What follows belongs to an exercise in optimizing a design on an open flow for small area and a short achievable clock period; a production flow would make more cautious choices.
Only simulation tests tie the RTL to the original design; equivalence was not proved.

==> design/flow/design.v <==
module Decoder (
input  wire [1:0] IN ,
output reg  [3:0] OUT
);
always @(*)
  begin
  OUT = 4'b0000 ;
    case (IN)
     2'b00 : OUT = 4'b0001 ;
     2'b01 : OUT = 4'b0010 ;          
     2'b10 : OUT = 4'b0100 ;     
     2'b11 : OUT = 4'b1000 ;     
   endcase
 end 
 endmodule
module ARITHMETIC_UNIT 
#( parameter IN_DATA_WIDTH = 16,
             OUT_DATA_WIDTH = 32
)
(
input  wire [IN_DATA_WIDTH-1:0]   A   ,
input  wire [IN_DATA_WIDTH-1:0]   B   ,
input  wire [1:0]                 ALU_FUNC ,
input  wire                       CLK ,
input  wire                       RST ,
input  wire                       Arith_enable ,
output reg                        Carry_OUT,
output reg [OUT_DATA_WIDTH-1:0]   Arith_OUT,
output reg                        Arith_Flag
);
reg [OUT_DATA_WIDTH-1:0]  Arith_OUT_comb  ;
reg                       Arith_Flag_comb ;
wire                      Carry_OUT_comb  ;
always @ (posedge CLK or negedge RST)
 begin 
   if (!RST)
     begin
      Arith_OUT  <= 'b0 ;
      Carry_OUT  <= 'b0 ;	
      Arith_Flag <= 'b0 ;		  
	 end
   else
     begin   
      Arith_OUT  <= Arith_OUT_comb ;
      Carry_OUT  <= Carry_OUT_comb ;
      Arith_Flag <= Arith_Flag_comb ;
	 end
 end		
always @ (*)
 begin 
    Arith_OUT_comb = 1'b0 ;
    Arith_Flag_comb = 1'b0 ;
	if(Arith_enable)
      case (ALU_FUNC)
      2'b00 : begin
              Arith_OUT_comb = A + B ;
              Arith_Flag_comb = 1'b1 ;              
		      end
      2'b01 : begin
              Arith_OUT_comb = A - B ;
              Arith_Flag_comb = 1'b1 ;           
		      end
      2'b10 : begin
              Arith_OUT_comb = A * B ;
              Arith_Flag_comb = 1'b1 ;           
		      end
      2'b11 : begin
              Arith_OUT_comb = (B == 'b0) ? {{(OUT_DATA_WIDTH-IN_DATA_WIDTH){1'b0}}, {IN_DATA_WIDTH{1'b1}}} : A / B ;
              Arith_Flag_comb = 1'b1 ;           
		      end
      endcase
	else
	 begin
      Arith_OUT_comb = 'b0 ;
      Arith_Flag_comb = 1'b0 ;
     end
 end
assign Carry_OUT_comb = Arith_OUT_comb [IN_DATA_WIDTH] ;
 endmodule
module LOGIC_UNIT 
#( parameter IN_DATA_WIDTH = 16 ,
             OUT_DATA_WIDTH = 16
)
(
input  wire [IN_DATA_WIDTH-1:0]  A   ,
input  wire [IN_DATA_WIDTH-1:0]  B   ,
input  wire [1:0]                ALU_FUNC ,
input  wire                      CLK ,
input  wire                      RST ,
input  wire                      Logic_enable ,
output reg [OUT_DATA_WIDTH-1:0]  Logic_OUT,
output reg                       Logic_Flag
);
reg [OUT_DATA_WIDTH-1:0]  Logic_OUT_comb  ;
reg                       Logic_Flag_comb ;
always @ (posedge CLK or negedge RST)
 begin 
   if (!RST)
     begin
      Logic_OUT  <= 'b0 ;
      Logic_Flag <= 'b0 ;	
	 end
   else
     begin   
      Logic_OUT  <= Logic_OUT_comb ;
      Logic_Flag <= Logic_Flag_comb ;
	 end
 end	 
always @ (*)
 begin 
    Logic_OUT_comb = 1'b0 ;
    Logic_Flag_comb = 1'b0 ;
	if(Logic_enable)
      case (ALU_FUNC)
      2'b00 : begin
              Logic_OUT_comb = A & B ;
              Logic_Flag_comb = 1'b1 ;              
		      end
      2'b01 : begin
              Logic_OUT_comb = A | B ;
              Logic_Flag_comb = 1'b1 ;           
		      end
      2'b10 : begin
              Logic_OUT_comb = ~(A & B) ;
              Logic_Flag_comb = 1'b1 ;           
		      end
      2'b11 : begin
              Logic_OUT_comb = ~(A | B) ;
              Logic_Flag_comb = 1'b1 ;           
		      end
      endcase
	else
	 begin
      Logic_OUT_comb = 1'b0 ;
      Logic_Flag_comb = 1'b0 ;
     end
 end
 endmodule
module SHIFT_UNIT 
#( parameter IN_DATA_WIDTH = 16 ,
             OUT_DATA_WIDTH = 16
)
(
input  wire [IN_DATA_WIDTH-1:0]  A   ,
input  wire [IN_DATA_WIDTH-1:0]  B   ,
input  wire [1:0]                ALU_FUNC ,
input  wire                      CLK ,
input  wire                      RST ,
input  wire                      Shift_enable ,
output reg  [OUT_DATA_WIDTH-1:0] Shift_OUT,
output reg                       Shift_Flag
);
reg [OUT_DATA_WIDTH-1:0]  Shift_OUT_comb  ;
reg                       Shift_Flag_comb ;
always @ (posedge CLK or negedge RST)
 begin 
   if (!RST)
     begin
      Shift_OUT  <= 'b0 ;
      Shift_Flag <= 'b0 ;	
	 end
   else
     begin   
      Shift_OUT  <= Shift_OUT_comb ;
      Shift_Flag <= Shift_Flag_comb ;
	 end
 end	
always @ (*)
 begin 
    Shift_OUT_comb = 1'b0 ;
    Shift_Flag_comb = 1'b0 ;
	if(Shift_enable)
      case (ALU_FUNC)
      2'b00 : begin
              Shift_OUT_comb = A >> 1  ;
              Shift_Flag_comb = 1'b1 ;              
		      end
      2'b01 : begin
              Shift_OUT_comb = A << 1 ;
              Shift_Flag_comb = 1'b1 ;           
		      end
      2'b10 : begin
              Shift_OUT_comb = B >> 1 ;
              Shift_Flag_comb = 1'b1 ;           
		      end
      2'b11 : begin
              Shift_OUT_comb = B << 1 ;
              Shift_Flag_comb = 1'b1 ;           
		      end
      endcase
	else
	 begin
      Shift_OUT_comb = 'b0 ;
      Shift_Flag_comb = 1'b0 ;
     end
 end
 endmodule
module CMP_UNIT 
#( parameter IN_DATA_WIDTH  = 16,
             OUT_DATA_WIDTH = 16
)
(
input  wire [IN_DATA_WIDTH-1:0]   A   ,
input  wire [IN_DATA_WIDTH-1:0]   B   ,
input  wire [1:0]                 ALU_FUNC ,
input  wire                       CLK ,
input  wire                       RST ,
input  wire                       CMP_enable ,
output reg  [OUT_DATA_WIDTH-1:0]  CMP_OUT ,
output reg                        CMP_Flag
);
reg [OUT_DATA_WIDTH-1:0]  CMP_OUT_comb  ;
reg                       CMP_Flag_comb ;
always @ (posedge CLK or negedge RST)
 begin 
   if (!RST)
     begin
      CMP_OUT  <= 'b0 ;
      CMP_Flag <= 'b0 ;	
	 end
   else
     begin   
      CMP_OUT  <= CMP_OUT_comb ;
      CMP_Flag <= CMP_Flag_comb ;
	 end
 end	
always @ (*)
 begin 
    CMP_OUT_comb = 1'b0 ;
    CMP_Flag_comb = 1'b0 ;
	if(CMP_enable)
      case (ALU_FUNC)
      2'b00 : begin
              CMP_OUT_comb = 'b0  ;
              CMP_Flag_comb = 1'b1 ;              
		      end
      2'b01 : begin
              CMP_Flag_comb = 1'b1 ;  
              if (A==B)
                CMP_OUT_comb = 'b1;
              else
                CMP_OUT_comb = 'b0;			  
		      end
      2'b10 : begin
              CMP_Flag_comb = 1'b1 ;  
              if (A>B)
                CMP_OUT_comb = 'b10;
              else
                CMP_OUT_comb = 'b0;			  
		      end
      2'b11 : begin
              CMP_Flag_comb = 1'b1 ; 
              if (A<B)
                CMP_OUT_comb = 'b11;
              else
                CMP_OUT_comb = 'b0;			  
		      end
      endcase
	else
	 begin
      CMP_OUT_comb = 'b0 ;
      CMP_Flag_comb = 1'b0 ;
     end
 end
 endmodule
module ALU_TOP 
#( parameter OP_DATA_WIDTH = 16 ,
             Arith_OUT_WIDTH = OP_DATA_WIDTH + OP_DATA_WIDTH ,            
             Logic_OUT_WIDTH = OP_DATA_WIDTH ,
             Shift_OUT_WIDTH = OP_DATA_WIDTH ,
             CMP_OUT_WIDTH = 3 
)
(
input  wire [OP_DATA_WIDTH-1:0]    A   ,
input  wire [OP_DATA_WIDTH-1:0]    B   ,
input  wire [3:0]                  ALU_FUNC ,
input  wire                        CLK ,
input  wire                        RST ,
output wire [Arith_OUT_WIDTH-1:0]  Arith_OUT,
output wire                        Carry_OUT,
output wire                        Arith_Flag,
output wire [Logic_OUT_WIDTH-1:0]  Logic_OUT,
output wire                        Logic_Flag,
output wire [Shift_OUT_WIDTH-1:0]  Shift_OUT,
output wire                        Shift_Flag,
output wire [CMP_OUT_WIDTH-1:0]    CMP_OUT,
output wire                        CMP_Flag
);
wire                  CMP_enable ;
wire                  Shift_enable ;
wire                  Logic_enable ;
wire                  Arith_enable ;
Decoder U0 (
.IN(ALU_FUNC[3:2]),
.OUT({Shift_enable,CMP_enable,Logic_enable,Arith_enable})
);
ARITHMETIC_UNIT # ( .IN_DATA_WIDTH(OP_DATA_WIDTH), .OUT_DATA_WIDTH(Arith_OUT_WIDTH)) U0_ARITHMETIC_UNIT (
.A(A),
.B(B),
.ALU_FUNC(ALU_FUNC[1:0]),
.CLK(CLK),
.RST(RST),
.Arith_enable(Arith_enable),
.Arith_OUT(Arith_OUT),
.Carry_OUT(Carry_OUT),
.Arith_Flag(Arith_Flag)
);
LOGIC_UNIT # ( .IN_DATA_WIDTH(OP_DATA_WIDTH), .OUT_DATA_WIDTH(Logic_OUT_WIDTH)) U0_LOGIC_UNIT (
.A(A),
.B(B),
.ALU_FUNC(ALU_FUNC[1:0]),
.CLK(CLK),
.RST(RST),
.Logic_enable(Logic_enable),
.Logic_OUT(Logic_OUT),
.Logic_Flag(Logic_Flag)
);
SHIFT_UNIT # ( .IN_DATA_WIDTH(OP_DATA_WIDTH), .OUT_DATA_WIDTH(Shift_OUT_WIDTH)) U0_SHIFT_UNIT (
.A(A),
.B(B),
.ALU_FUNC(ALU_FUNC[1:0]),
.CLK(CLK),
.RST(RST),
.Shift_enable(Shift_enable),
.Shift_OUT(Shift_OUT),
.Shift_Flag(Shift_Flag)
);
CMP_UNIT # ( .IN_DATA_WIDTH(OP_DATA_WIDTH), .OUT_DATA_WIDTH(CMP_OUT_WIDTH)) U0_CMP_UNIT (
.A(A),
.B(B),
.ALU_FUNC(ALU_FUNC[1:0]),
.CLK(CLK),
.RST(RST),
.CMP_enable(CMP_enable),
.CMP_OUT(CMP_OUT),
.CMP_Flag(CMP_Flag)
);
endmodule
==> design/flow/run.sh <==
#!/bin/bash
# synth_recipe.tcl (not shown) runs the flow's synth.tcl, then flattens the netlist and writes it again
# the make line also repeats each setting of config.mk as NAME=value (left out here)
make -C /OpenROAD-flow-scripts/flow DESIGN_CONFIG=/design/flow/config.mk WORK_HOME=/design/flow/orfs CLKGATE_MAP_FILE= SYNTH_SCRIPT=/design/flow/synth_recipe.tcl finish
==> design/flow/config.mk <==
export PLATFORM = sky130hd
export DESIGN_NAME = ALU_TOP
export DESIGN_NICKNAME = ALU_TOP
export VERILOG_FILES = /design/flow/design.v
export SDC_FILE = /design/flow/constraint.sdc
export NUM_CORES = 4
export LEC_CHECK = 0
export CAP_MARGIN = 20
export CORE_MARGIN = 2
export CORE_UTILIZATION = 40
export SLEW_MARGIN = 20
==> design/flow/constraint.sdc <==
create_clock -name core_clock -period 106.0 [get_ports {CLK}]
set_input_delay 21.2000 -clock core_clock [delete_from_list [all_inputs] [get_ports {CLK}]]
set_output_delay 21.2000 -clock core_clock [all_outputs]
set_load 0.01 [all_outputs]
==> notes.md <==
----------------------------------------------------
[Layout]
  Cell area after layout ... about 0.042 sq mm
  Utilization after layout ... 0.494
  Ratio of cells with drive above 1 in the final layout ... 0.199
  Ant diodes ... 0
  Net count of the finished layout ... between 5k and 6k
  Non-filler instance count after layout ... 6166
  Area delta synth->final ... 21.9%

[Timing]
  Tmin final ... just over 100000 ps
  Transition time at the pin with the least slew margin ... 939 ps
  Worst Setup Slack, final ... 3070 ps
  Worst slew margin relative to its limit ... 0.374
  Post-route clock period utilization ... 0.971
  Final slew viol count ... 0
  RSZ-0062 raised after global routing ... yes
  Final Hold Violating Endpoints ... 0
  Final setup vio count ... 0
  WHS ... between 20000 and 25000 ps
  Setup Total Neg Slack ... 0 ps
  Top achievable clock speed ... ~9.7 MHz

[Clocking]
  Clock-pin slew on the worst setup and hold paths ... approximately 70 ps
  Longest Clk Path Bufs ... 2
  TritonCTS Sinks ... 70
  CTS Buf Count ... 9
  TritonCTS clock tree ... yes
  Root buffer selected by CTS ... clkbuf_16
  H-tree levels ... 3

[Logic synthesis]
  Cell variety after synth ... between 100 and 150
  Proportion of register bits with asynchronous set or reset after synthesis ... 1.00
  Synth Warn # ... 5
  Share of synthesized area occupied by flip-flops and latches ... 0.0505
  EDFF count, synth ... 0
  Top FF cell, synth ... dfrtp_1
  Synth area leader ... ha_1
  Area share of the largest cell type after synthesis ... 0.197
  Number of instances in the synthesized netlist ... 4596
  Biggest area contributors in the synthesized netlist ... ha_1, fa_1, nor2_1
  Count leader, synth ... ha_1
  Average size of a mapped cell ... ~7.5 sq um
  Number of storage elements in the synthesis netlist ... 70
  Top cell types by occurrence after synthesis ... ha_1, nor2_1, nand2_1, inv_1, a21oi_1
  Combined area of all synthesized cells ... ~0.035 sq mm

[Floorplanning]
  Row Count ... approximately 110
  Effective utilization at floorplan ... 0.405
  Placeable Area ... between 0.08 and 0.09 sq mm
  Die span in x ... 298 microns
  Total Die Area ... around 0.089 sq mm
  Number of I/O pins ... 110
  Floorplan die height ... slightly below 300 microns

[GRT]
  Number of antenna violations at the first check in global routing ... 4
  Number of global-route vias before repair ... around 34k
  Global routing met1 resource utilization ... 0.397
  Wire length of the first global-routing pass ... 196000 microns
  Global routing met3 resource utilization ... 0.0318
  Met2 Track Usage GR ... 0.443
  Most used routing layer ... met2
  GRT Total Usage ... 0.278
  Maximum number of pins on one net before global-route repair ... just under 60
  GRT Residual Overflow ... 0

[Route]
  Count of nets left with antenna violations after detail routing ... 0
  Total DRC errors in the routed layout ... 0
  Number of DRC markers after the initial detailed-route iteration ... approximately 2.9k
  Iteration count of the initial detailed-routing pass ... 5
  Total wire length ... 129000 microns
  Final routed wire length divided by cell count ... roughly 21 microns
  Detailed-route vias per instance ... 5.89
  Total number of vias ... roughly 36k

[Placed design]
  Place WS ... -2240 ps
  Final Wtd Congestion ... 0.950
  Cells after DPL ... about 6.0k
  Instance area after placement ... about 0.039 sq mm
  Post-DP HPWL ... approximately 100000 microns
  Count of input and output buffers ... ~110

[Critical path]
  CP most frequent cell ... o21a_1
  Crit Path Max Fanout ... 7
  Start point of the critical path ... A[5]
  Critical path endpoint ... U0_ARITHMETIC_UNIT.Arith_OUT[0]
  Crit. End Element ... flip-flop
  Class of the most critical setup path ... input pin to flip-flop
  Largest stage delay on the critical path ... around 560 ps
  Startpoint Class ... input pin
  Worst path required time ... ~110000 ps
  Slowest cell on crit path ... or4_4
  CP arrival ... roughly 100000 ps

[Job]
  Number of maximum-capacitance constraint violations ... 0

[Status]
  Outcome ... timing/DRC/antenna clean

[Min path]
  Type of the tightest min-delay check ... input pin to asynchronous set/reset pin

----------------------------------------------------
worst max-delay path, delay by kind of cell:
| family | cells | cell delay, ps |
|---|---|---|
| multiplexers | 9 | 2780 |
| adder cells (fa/ha/maj) | 31 | 8560 |
| AO/OA/AOI/OAI | 270 | 49600 |
| buffers and inverters | 21 | 3180 |
| AND/OR/NAND/NOR | 103 | 17610 |
cell type report:
cell class | count | area [sq um]
clock buffers | 9 | 225
clock inverters | 7 | 80.1
fillers | 8303 | 43300
inverters | 342 | 1280
multi-input cells | 4034 | 32900
flip-flops and latches | 70 | 1750
well taps | 1144 | 1430
repair buffers | 560 | 4620
worst min-delay path by stage:
stage                     from                                to  slack (ps)  cells past startpoint
after floorplan            RST     U0_ARITHMETIC_UNIT.Arith_Flag       20900                      0
after global placement     RST  U0_ARITHMETIC_UNIT.Arith_OUT[17]       21090                      1
after detailed placement   RST  U0_ARITHMETIC_UNIT.Arith_OUT[17]       21090                      1
after CTS                  RST  U0_ARITHMETIC_UNIT.Arith_OUT[27]       20670                      1
after global routing       RST  U0_ARITHMETIC_UNIT.Arith_OUT[24]       20690                      1
final                      RST  U0_ARITHMETIC_UNIT.Arith_OUT[24]       20680                      1
repair_timing:
action | 4_1_cts | 5_1_grt
setup buffers | 1 | 114
hold buffers | 0 | 0
setup endpoints to repair | 1 | 2
pin swaps | 1 | 165
resized for setup | 16 | 299
cloned | 2 | 6
cells by family after synthesis:
kind of cell	share of synthesized area
other cells	0.000108
flops	0.0505
mux	0.0437
compound gates	0.248
simple gates	0.225
fa+ha+maj	0.310
xor+xnor	0.0638
buf+inv	0.0581
cell usage in the layout, fill, tap and decap left out, types with 64 or more instances in the layout:
| cell | count |
|---|---|
| a21o_1 | 81 |
| a21oi_1 | 276 |
| buf_4 | 431 |
| clkdlybuf4s50_1 | 94 |
| dfrtp_1 | 70 |
| fa_1 | 196 |
| ha_1 | 511 |
| inv_1 | 331 |
| mux2_2 | 70 |
| nand2_1 | 426 |
| nor2_1 | 440 |
| nor3_1 | 206 |
| o21a_1 | 200 |
| o21ai_0 | 132 |
| o31ai_1 | 64 |
| or2_2 | 75 |
| xnor2_1 | 176 |
| xor2_1 | 67 |
per-layer routing:
layer	vias to the layer above	routed length (microns)	part of all wire
met5	-	27	0.00021
met4	4	3420	0.026
met3	178	9340	0.072
met2	1311	57700	0.45
met1	17493	58500	0.45
li1	17333	-	-
sequential cells by signal (all words and copies together), names as in the netlist:
name	flops
U0_SHIFT_UNIT.Shift_Flag	1
U0_ARITHMETIC_UNIT.Arith_OUT	32
U0_LOGIC_UNIT.Logic_Flag	1
U0_ARITHMETIC_UNIT.Arith_Flag	1
U0_CMP_UNIT.CMP_Flag	1
U0_CMP_UNIT.CMP_OUT	2
U0_SHIFT_UNIT.Shift_OUT	16
U0_LOGIC_UNIT.Logic_OUT	16

==> afterwards: timing with drivers on the ports <==
How much do the figures lean on ideal ports? The routed layout below was timed once more, with nothing changed but the port constraints. Step 1 assumes that a clkbuf_16 drives the clock port and a buf_2 every other input. Step 2 times the ports against the registers' clock, not the clock port: input delays grow and output delays shrink by t, the midpoint of the rising clock arrivals with the driver on. Three values: no drivers, after step 1, after step 2; two values: the first two.
shift t [ns]: 0.448
slack for setup (ns): 3.073 / 3.099 / 2.652
worst setup path at the end: input to register
slew at the worst register clock pin (ns): 0.08 / 0.08
worst data-port slew with drivers (ns): 0.11
After both steps this run still meets setup and hold. The setup slack of this run moves by +0.026 ns with the drivers and by -0.421 ns with both steps.
